What follows belongs to an exercise in optimizing a design on an open flow for small area; a production flow would make more cautious choices.
Function was checked by simulation only, so behaviour that the tests miss may differ from the original.
Power figures rest on the tool's default switching activity, not on a simulated workload.

## design/flow/config.mk

```make
export PLATFORM = sky130hd
export DESIGN_NAME = simpcpu
export DESIGN_NICKNAME = simpcpu
export VERILOG_FILES = /design/flow/design.v
export SDC_FILE = /design/flow/constraint.sdc
export NUM_CORES = 4
export LEC_CHECK = 0
export CAP_MARGIN = 20
export CORE_MARGIN = 2
export CORE_UTILIZATION = 40
export PLACE_DENSITY = 0.6
export SLEW_MARGIN = 20
```

## design/flow/constraint.sdc

```tcl
create_clock -name core_clock -period 12.0 [get_ports {clk}]
set_input_delay 2.4000 -clock core_clock [delete_from_list [all_inputs] [get_ports {clk}]]
set_output_delay 2.4000 -clock core_clock [all_outputs]
set_load 0.01 [all_outputs]
```

## design/flow/design.v

```verilog
`timescale 1ns / 1ps
module alu(
		input [4:0] op,
		input [W-1:0] in0,
		input [W-1:0] in1,
		output [W-1:0] out0,
		output [W-1:0] out1
    );
parameter W=16;
localparam	ZERO = 5'd0,
				ONE  = 5'd1,
				ADD  = 5'd2,
				SUB  = 5'd3,
				SHL  = 5'd4,
				SHR  = 5'd5,
				AND  = 5'd6,
				OR   = 5'd7,
				NOT  = 5'd8,
				XOR  = 5'd9,
				SWP  = 5'd10,
				DUP  = 5'd11,
				GZ   = 5'd12,
				GTH  = 5'd13,
				LTH  = 5'd14,
				ET   = 5'd15,
				DIR = 5'd16,
				INC = 5'd17,
				DEC = 5'd18;
reg [W-1:0] dout0,dout1;
assign out0=dout0;
assign out1=dout1;
always @ (*) begin
	case (op)
	ZERO:begin
		dout0 = 16'd0;
		dout1 = 16'd0;
	end
	ONE:begin
		dout0 = 16'd1;
		dout1 = 16'd1;
	end
	ADD:begin
		{dout1,dout0} = in0 + in1;
	end
	SUB:begin
		{dout1,dout0} = in0 - in1;
	end
	SHL:begin
		dout0 = in0 << in1;
		dout1 = 16'd0;
	end
	SHR:begin
		dout0 = in0 >> in1;
		dout1 = 16'd0;
	end
	AND:begin
		dout0 = in0 & in1;
		dout1 = 16'd0;
	end
	OR:begin
		dout0 = in0 | in1;
		dout1 = 16'd0;
	end
	XOR:begin
		dout0 = in0 ^ in1;
		dout1 = 16'd0;
	end
	NOT:begin
		dout0 = ~in0;
		dout1 = 16'd0;
	end
	SWP:begin
		dout0 = in1;
		dout1 = in0;
	end
	DUP:begin
		dout0 = in0;
		dout1 = in0;
	end
	GZ:begin
		dout0 = in0>0;
		dout1 = 16'd0;
	end
	GTH:begin
		dout0 = in0>in1;
		dout1 = 16'd0;
	end
	LTH:begin
		dout0 = in0==in1;
		dout1 = 16'd0;
	end
	ET:begin
		dout0 = in0==in1;
		dout1 = 16'd0;
	end
	DIR:begin
		dout0 = in0;
		dout1 = in1;
	end
	INC:begin
		dout0 = in0+1;
		dout1 = in0;
	end
	DEC:begin
		dout0 = in0-1;
		dout1 = in0;
	end
	ET:begin
		dout0 = in0-1;
		dout1 = in0;
	end
	default:begin
		dout0 = in0;
		dout1 = in1;
	end
	endcase
end
endmodule
`timescale 1ns / 1ps
module astack( 
		input clk,
		input cs,
		input rst,
		input [W-1:0] r0in,
		input [W-1:0] r1in,
		input [2:0] dsel,
		output [W-1:0] r0out,
		output [W-1:0] r1out,
		input [2:0] mode
    );
localparam NONE = 0,
	 PUSH = 1,
	POP = 2,
        REP1 = 3,
	REP2 = 4,
	POPREP = 5,
	BUB = 6;
parameter W = 16;
parameter D = 16;
reg [W-1:0] vals [D-1:0];
reg [W-1:0] vals_new [D-1:0];
assign r0out = vals[0];
assign r1out = vals[dsel];
integer cur;
integer k;
always @ (*) begin
	for(cur=0;cur<D;cur=cur+1) begin
		vals_new[cur] = vals[cur];
	end
	case(mode)
		NONE:begin
			for(cur=0;cur<D;cur=cur+1) begin
				vals_new[cur] = vals[cur];
			end
		end
		REP1:begin
			for(cur=1;cur<D;cur=cur+1) begin
				vals_new[cur] = vals[cur];
			end
			vals_new[0]=r0in;
		end
		REP2:begin
			for(cur=2;cur<D;cur=cur+1) begin
				vals_new[cur] = vals[cur];
			end
			vals_new[0]=r0in;
			vals_new[1]=r1in;
		end
		POPREP:begin
			vals_new[0] = r0in;
			for(cur=1;cur<D-1;cur=cur+1) begin
				vals_new[cur] = vals[cur+1];
			end
		end
		POP:begin
			for(cur=0;cur<D-1;cur=cur+1) begin
				vals_new[cur] = vals[cur+1];
			end
		end
		PUSH:begin
			vals_new[0] = r0in;
			for(cur=1;cur<D;cur=cur+1) begin
				vals_new[cur] = vals[cur-1];
			end
		end
		BUB:begin
			vals_new[0] = r0in;
			for(cur=1;cur<D;cur=cur+1) begin
				vals_new[cur] = vals[cur>dsel?cur:cur-1];
			end
		end
		default:begin
			for(cur=0;cur<D;cur=cur+1) begin
				vals_new[cur] = vals[cur];
			end
		end
	endcase
end
always @ (posedge clk) begin
	if (rst) begin
		for(k=0;k<D;k=k+1) begin
			vals[k] <=0;
		end
	end else if (cs) begin
		for(k=0;k<D;k=k+1) begin
			vals[k] <= vals_new[k];
		end
	end
end
endmodule
`timescale 1ns / 1ps
module simpcpu(
		input clk,
		input rst,
		input [15:0] datain,
		output [15:0] dataout,
		output [15:0] addrout,
		output datacs,
		output datawrite,
		input hold,
		output halted
    );
localparam	F_1    = 5'd0,
		F_2    = 5'd1,
		LIT_1  = 5'd2,
		LIT_2  = 5'd3,
		ALU_1  = 5'd4,
		DIN_1  = 5'd5,
		DIN_2  = 5'd6,
		DOUT_1 = 5'd7,
		DOUT_2 = 5'd8,
		CRET_1  = 5'd9,
		CALL_1 = 5'd10,
		RET_1  = 5'd11,
		HLT_1  = 5'd12,
		NOP_1  = 5'd13,
		JMPN_1 = 5'd14,
		PLS_1  = 5'd15,
		CST_1  = 5'd16;
localparam	OP_NOP = 4'd0,		 
				OP_LIT = 4'd1,		 
				OP_RD  = 4'd2,		 
				OP_WR  = 4'd3,		 
				OP_ALU = 4'd4,		 
				OP_CRT = 4'd5,		 
				OP_JMN = 4'd6,		 
				OP_CAL = 4'd7,		 
				OP_RET = 4'd8,		 
				OP_HLT = 4'd9,		 
				OP_PLS = 4'd10,		 
				OP_CST = 4'd11;		 
reg [4:0] state_d,state_q;							 
reg [15:0] ip_d,ip_q;								 
reg [15:0] op_d,op_q,op_src;							 
reg [15:0] d0in,d1in,c0in;							 
reg [2:0] csmode;										 
reg [2:0] dsmode;										 
reg [15:0] dout;										 
reg [15:0] aout;										 
reg wr;													 
reg hlt;													 
wire [15:0] d0out,d1out,c0out,a0out,a1out;	 
wire [4:0] aluop;										 
wire [3:0] mainop;									 
wire [2:0] stackop;
wire [2:0] stackd1;									 
assign dataout = dout;
assign addrout = aout;
assign datawrite = wr;
assign halted = hlt;
assign datacs = 1'b1;
assign mainop = op_src[3:0];
assign aluop  = op_src[8:4];
assign stackop = op_src[11:9];
assign stackd1 = op_src[14:12];
astack datstack (
	.r0in(d0in),
	.r1in(d1in),
	.r0out(d0out),
	.r1out(d1out),
	.clk(clk),
	.mode(dsmode),
	.cs(~hold),
	.dsel(stackd1),
	.rst(rst)
);
astack #(.D(16)) callstack (
	.r0in(c0in),
	.r1in(16'd0),
	.r0out(c0out),
	.clk(clk),
	.mode(csmode),
	.cs(~hold),
	.dsel(3'd1),
	.rst(rst)
);
alu thealu (
	.in0(d0out),
	.in1(d1out),
	.out0(a0out),
	.out1(a1out),
	.op(aluop)
);
always @ (*) begin
	state_d = state_q;
	op_d = op_q;
	op_src = op_q;
	ip_d = ip_q;
	aout = ip_q;
	dout = 16'd0;
	wr = 1'b0;
	hlt = 1'b0;
	dsmode = 3'd0;
	csmode = 3'd0;
	d0in = 16'd0;
	d1in = 16'd0;
	c0in = 16'd0;
	case (state_q)
	F_1:begin  
		state_d = F_2;
		op_d = op_q;
		aout = ip_q;
		dout = 16'd0;
		wr = 1'b0;
		hlt = 1'b0;
		dsmode = 3'd0;
		csmode = 3'd0;
		d0in = 16'd0;
		d1in = 16'd0;
		c0in = 16'd0;
		op_src = op_q;
		ip_d = ip_q;
	end
	F_2:begin  
		op_src = datain;
		case(mainop)
		OP_NOP:begin
			state_d = F_2;
			op_d = 16'd0;
			aout = ip_q+1;
			dout = 16'd0;
			wr = 1'd0;
			hlt = 1'd0;
			dsmode = 3'd0;
			csmode = 3'd0;
			d0in = 16'd0;
			d1in = 16'd0;
			c0in = 16'd0;
			ip_d = ip_q+1;
		end
		OP_LIT:begin
			state_d = LIT_2;
			op_d = datain;
			aout = ip_q + 1;
			dout = 16'd0;
			wr = 1'b0;
			hlt = 1'b0;
			dsmode = 3'd0;
			csmode = 3'd0;
			d0in = 16'd0;
			d1in = 16'd0;
			c0in = 16'd0;
			ip_d = ip_q + 1;
		end
		OP_RD:begin
			state_d = DIN_2;
			op_d = datain;
			aout = d0out;
			dout = 16'd0;
			wr = 1'b0;
			hlt = 1'b0;
			dsmode = 3'd0;
			csmode = 3'd0;
			d0in = datain;
			d1in = 16'd0;
			c0in = 16'd0;
			ip_d = ip_q + 1;
		end
		OP_WR:begin
			state_d = DOUT_2;
			op_d = datain;
			aout = d0out;
			dout = d1out;
			wr = 1'b1;
			hlt = 1'b0;
			dsmode = 3'd0;
			csmode = 3'd0;
			d0in = 16'd0;
			d1in = 16'd0;
			c0in = 16'd0;
			ip_d = ip_q;
		end
		OP_ALU:begin
			state_d = F_2;
			op_d = op_q;
			aout = ip_q + 1;
			dout = 16'd0;
			wr = 1'b0;
			hlt = 1'b0;
			dsmode = stackop;
			csmode = 3'd0;
			d0in = a0out;
			d1in = a1out;
			c0in = 16'd0;
			ip_d = ip_q + 1;
		end
		OP_CRT:begin
			state_d = F_2;
			op_d = op_q;
			aout=(a0out!=16'd0)?c0out:ip_q+1;
			dout = 16'd0;
			wr = 1'b0;
			hlt = 1'b0;
			dsmode = stackop;
			csmode = 3'd2;
			d0in = a0out;
			d1in = a1out;
			c0in = 16'd0;
			ip_d = (a0out!=16'd0)?c0out:ip_q+1;
		end
		OP_CAL:begin
			state_d = F_2;
			op_d = op_q;
			aout=d0out;
			dout = 16'd0;
			wr = 1'b0;
			hlt = 1'b0;
			dsmode = stackop;
			csmode = 3'd1;
			d0in = a0out;
			d1in = a1out;
			c0in = ip_q+1;
			ip_d = d0out;
		end
		OP_RET:begin
			state_d = F_2;
			op_d = op_q;
			aout=c0out;
			dout = 16'd0;
			wr = 1'b0;
			hlt = 1'b0;
			dsmode = stackop;
			csmode = 3'd2;
			d0in = a0out;
			d1in = a1out;
			c0in = 16'd0;
			ip_d =c0out;
		end
		OP_HLT:begin
			state_d = HLT_1;
			dout = 16'd0;
			ip_d = ip_q;
			aout = ip_q;
		end
		OP_JMN:begin
			state_d = F_2;
			op_d = op_q;
			aout=d0out;
			dout = 16'd0;
			wr = 1'b0;
			hlt = 1'b0;
			dsmode = stackop;
			csmode = 3'd0;
			d0in = a0out;
			d1in = a1out;
			c0in = 16'd0;
			ip_d = d0out;
		end
		OP_CST:begin
			state_d = F_2;
			op_d = op_q;
			aout=ip_q+1;
			dout = 16'd0;
			wr = 1'b0;
			hlt = 1'b0;
			dsmode = stackop;
			csmode = aluop[1:0];
			d0in = c0out;
			d1in = 16'd0;
			c0in = 16'd0;
			ip_d = ip_q+1;
		end
		OP_PLS:begin
			state_d = F_2;
			op_d = op_q;
			aout= ip_q+1;
			dout = 16'd0;
			wr = 1'b0;
			hlt = 1'b0;
			dsmode = stackop;
			csmode = 3'd1;
			d0in = a0out;
			d1in = a1out;
			c0in = ip_q;
			ip_d = ip_q+1;
		end		
		default:begin
			state_d = F_2;
			op_d = 16'd0;
			aout = ip_q+1;
			dout = 16'd0;
			wr = 1'd0;
			hlt = 1'd0;
			dsmode = 3'd0;
			csmode = 3'd0;
			d0in = 16'd0;
			d1in = 16'd0;
			c0in = 16'd0;
			ip_d = ip_q+1;
		end
		endcase
	end
	LIT_2:begin  
		state_d = F_2;
		op_d = op_q;
		aout=ip_q+1;
		dout = 16'd0;
		wr = 1'b0;
		hlt = 1'b0;
		dsmode = stackop;
		csmode = 3'd0;
		d0in = datain;
		d1in = 16'd0;
		c0in = 16'd0;
		op_src = op_q;
		ip_d = ip_q + 1;
	end
	DIN_2:begin  
		state_d = F_2;
		op_d = op_q;
		aout=ip_q;
		dout = 16'd0;
		wr = 1'b0;
		hlt = 1'b0;
		dsmode = stackop;
		csmode = 3'd0;
		d0in = datain;
		d1in = 16'd0;
		c0in = 16'd0;
		op_src = op_q;
		ip_d = ip_q;
	end
	DOUT_2:begin  
		state_d = F_1;
		op_d = op_q;
		aout = d0out;
		dout = d1out;
		wr = 1'b1;
		hlt = 1'b0;
		dsmode = stackop;
		csmode = 3'd0;
		d0in = 16'd0;
		d1in = 16'd0;
		c0in = 16'd0;
		op_src = op_q;
		ip_d = ip_q + 1;
	end
	HLT_1:begin	 
		state_d = HLT_1;
		op_d = op_q;
		aout=ip_q;
		dout = 16'd0;
		wr = 1'b0;
		hlt = 1'b1;
		dsmode = stackop;
		csmode = 3'd0;
		d0in = 16'd0;
		d1in = 16'd0;
		c0in = 16'd0;
		op_src = op_q;
		ip_d = ip_q;
	end
	default:begin	
		op_src = datain;
		state_d = F_2;
		op_d = 16'd0;
		aout = ip_q+1;
		dout = 16'd0;
		wr = 1'd0;
		hlt = 1'd0;
		dsmode = 3'd0;
		csmode = 3'd0;
		d0in = 16'd0;
		d1in = 16'd0;
		c0in = 16'd0;
		ip_d = ip_q+1;
	end
	endcase
end
always @ (posedge clk) begin
	if(!hold) begin
		state_q <= state_d;
		op_q <= op_d;
		ip_q <= ip_d;
	end
	if(rst) begin
		state_q <= F_1;
		op_q <= 0;
		ip_q <= 0;
	end
end
endmodule
```

## design/flow/run.sh

```bash
#!/bin/bash
# synth_recipe.tcl (not shown) runs the flow's synth.tcl, then flattens the netlist and writes it again
# the make line also repeats each setting of config.mk as NAME=value (left out here)
make -C /OpenROAD-flow-scripts/flow DESIGN_CONFIG=/design/flow/config.mk WORK_HOME=/design/flow/orfs CLKGATE_MAP_FILE= SYNTH_SCRIPT=/design/flow/synth_recipe.tcl finish
```

==> impl_summary.txt <==
----------------------------------------------------
[Run status]
  Status ... no timing/DRC/antenna violations

[Floorplanning]
  Area of the core region ... 83,600 sq um
  Die Y ... 294 um
  Area of the die ... 86,500 sq um
  Num rows ... 106
  Initial cell density of the core ... 0.403
  Overall die width ... 294 um
  Number of top-level pins ... 54

[STA]
  Clk_skew ... 0.0577 ns
  Final setup margin ... 0.231 ns
  Max-slew headroom at the worst pin ... 0.234
  Endpoints failing hold ... 0
  Setup-violating endpoint count in the final report ... 0
  Max-slew violation count ... 0
  Minimum period implied by the final worst setup slack ... 11.77 ns
  Crit share post-route ... 0.981
  Summed negative setup slack over all endpoints ... 0 ns
  Pin slew with the least headroom to its limit ... 1.15 ns
  F_max ... 85.0 MHz
  Setup repair after global routing missed its margin ... false

[Global routing]
  Largest net degree at the start of global routing ... 261
  Antenna violations before repair ... 2
  Overall global routing resource usage ... 0.287
  First-pass GRT wire length ... 195,000 um
  Remaining global-route overflow ... 0
  Vias in the first global route ... 30,416

[Power]
  Worst vdd ir ... 0.0000986 V
  Leakage ... 11.9 nW
  Ratio of total power to cell area ... 125 nW/um^2

[Yosys]
  Avg Synthesized Cell Area ... 8.03 sq um
  Post-Synthesis Cells ... 4,193
  Yosys top cell area share ... 0.325
  Post-synth ARST share ... 0
  Net count after synthesis ... 4,276
  Primary FF master, synth ... dfxtp_1
  Number of enable flip-flop cells after synthesis ... 0
  Cell type contributing the most total cell area after synthesis ... dfxtp_1
  Count of unique library cells instantiated by Yosys ... 107
  Post-synth design cell area ... 33,700 sq um
  Synthesis Warnings ... 8
  Top cells by area, synth ... dfxtp_1, a211oi_1, mux2i_1
  Yosys reg bits ... 547
  Sequential cell area fraction in the yosys report ... 0.325

[Finish]
  Commonest cells after routing, fill and taps aside ... nor2_1, dfxtp_1, a211oi_1
  Fraction of the core area covered by cells at the end of the flow ... 0.460
  Net count reported at finish ... 4,243
  FILL cells ... 8,196
  Area Growth Syn to Fin ... 14.1%
  Count of non-filler cells in the finished layout ... 5,289
  Commonest non-fill, non-tap cell in the layout ... nor2_1
  Multi-input gate area in the final layout ... 20,900 sq um
  Share of final-layout standard cells stronger than drive strength 1 ... 0.113
  Register cell area after layout ... 11,000 sq um

[Placement]
  Estimated wirelength of the detail-placed design ... 90,300 um
  Final estimated routing congestion in global placement ... 1.05
  Worst setup slack before clock tree synthesis ... -0.188 ns
  Number of I/O port buffers ... 52
  Placed insts ... 5,167

[Worst hold path]
  Min-delay worst type ... register to register

[Routing]
  Total number of vias ... 33,757
  Avg Vias per Cell ... 6.38
  Number of nets with antenna violations after routing ... 0
  Number of remaining DRC errors ... 0
  DR WL/cell ... 24.4 um
  Detailed Routing Iterations Pass 1 ... 9
  Post-detailed-routing wire length ... 129,000 um
  DRC marker count from the first detailed-route iteration ... 3,995

[Clock network]
  Total CTS buffers ... 66
  CTS tree ... yes
  Root buf cell ... clkbuf_16
  Clock insertion delay at the later pin of the skew report ... 0.65 ns
  Hold-fix buffers, CTS ... 0
  Buffer depth of the longest clock path ... 3
  H-tree lvl count ... 3
  CTS sink cnt ... 547
  Clock Pin Slew Worst Setup and Hold Paths ... 0.06 ns

[Run]
  Number of violations of the max-capacitance limit ... 0

[Critical path]
  Dominant delay contributor by cell family on the critical path ... compound AO/OA/AOI/OAI gates
  Slowest stage delay, CP ... 0.58 ns
  CP startpoint kind ... primary input
  Category of the worst setup path capture point ... output port
  Data required time of the worst path ... 9.60 ns
  Critical path start-end classification ... primary input to output port
  Critical path peak fanout ... 13
  Arrival time at the worst endpoint ... 9.37 ns
  Crit path max-delay cell type ... or4b_4
  Sum of buffers and inverters on the critical path ... 6

----------------------------------------------------
==> metal layers <==
| metal | vias to the layer above | routed length [um] | GRT usage |
|---|---|---|---|
| met1 | 15921 | 57500 | 0.403 |
| met3 | 369 | 10400 | 0.0507 |
| met2 | 1579 | 52900 | 0.411 |
| met5 | - | 12 | 0 |
| li1 | 15886 | - | - |
| met4 | 2 | 8060 | 0.167 |
==> Yosys cell counts (all sizes together), types with 73 or more instances <==
master	instances
clkbuf	344
mux2i	277
nand2	235
a22oi	246
buf	76
o21ai	141
inv	73
nor2	637
nand3	99
dfxtp	547
a21oi	195
a211oi	481
==> cell families (layout without fill, tap and decap cells) <==
logic type	after synthesis	count (layout)	share of synthesized area
adders and majority gates	64	64	0.0242
AOI/OAI and AO/OA	1560	1560	0.337
other	1	4	0.000111
xor gates and xnor gates	46	46	0.0125
DFF	547	547	0.325
and+or+nand+nor	1194	1194	0.155
muxes	287	287	0.0858
buffers and inverters	494	507	0.0601
==> report_power, final <==
group	switching (mW)	total [mW]	internal, mW
sequential	0.0341	1.88	1.85
clock	0.853	2.08	1.23
combinational	0.554	0.848	0.294
==> final cells by class <==
type                       instances  area share
timing repair buffer             319      0.0691
multi-input combinational       3152       0.543
tap                             1080      0.0352
inverter                          74     0.00723
antenna                            3    0.000195
clock buffer                      88      0.0488
clock inverter                    26      0.0114
sequential                       547       0.285
==> path summary, 6_finish.rpt <==
path                                            from                    to  slack (ns)  cells after the start
worst max-delay path                      datain[14]            addrout[1]        0.23                     28
worst min-delay path            datstack.vals[15][1]  datstack.vals[15][1]        0.45                      2
worst max register to register            state_q[3]               ip_q[6]        4.25                     27
worst min register to register  datstack.vals[15][1]  datstack.vals[15][1]        0.45                      2
==> timing repair <==
action | 4_1_cts | 5_1_grt
buffers inserted | 2 | 2
gates resized for setup | 6 | 20
pin swaps | 1 | 1
setup endpoints to repair | 13 | 16
==> tightest hold or removal path, stage by stage (launching register included) <==
cell	delay (ns)
dfxtp_1	0.30
nand2_1	0.05
a21oi_1	0.05
==> per-stage QoR <==
stage	area [sq um]	hold WS, ns	power, mW
final	38400	0.453	4.81
after global routing	38400	0.475	4.98
after CTS	38300	0.455	4.82
after detailed placement	35900	0.446	2.72
after global placement	35900	0.441	2.73
after floorplan	33700	0.436	2.40
==> sequential cells by signal (all words and copies together), names as in the netlist <==
signal          flops
state_q             4
datstack.vals     256
callstack.vals    256
op_q               15
ip_q               16

## re-timing with driven ports
Ports are ideal in the flow. The routed layout listed here was re-timed in OpenROAD. Step 1: set_driving_cell puts a clkbuf_16 on clk and a buf_2 on each other input, an assumption about the parent block. Step 2 adds t to the input delays and takes it off the output delays; t is the mean of the earliest and latest rising clock arrival at the registers after step 1. Input paths then give back, and output paths get back, about the clock's delay inside the block. Three values: ideal, step 1, step 2; two values: the first two.
shift t [ns]: 0.691
setup slack, ns: 0.231 / 0.122 / 0.122
latest minus earliest clock arrival (ns): 0.058 / 0.058
worst register clock-pin slew, ns: 0.06 / 0.06
After both steps this run still meets setup and hold. The setup slack of this run moves by -0.109 ns with the drivers and by -0.109 ns with both steps.
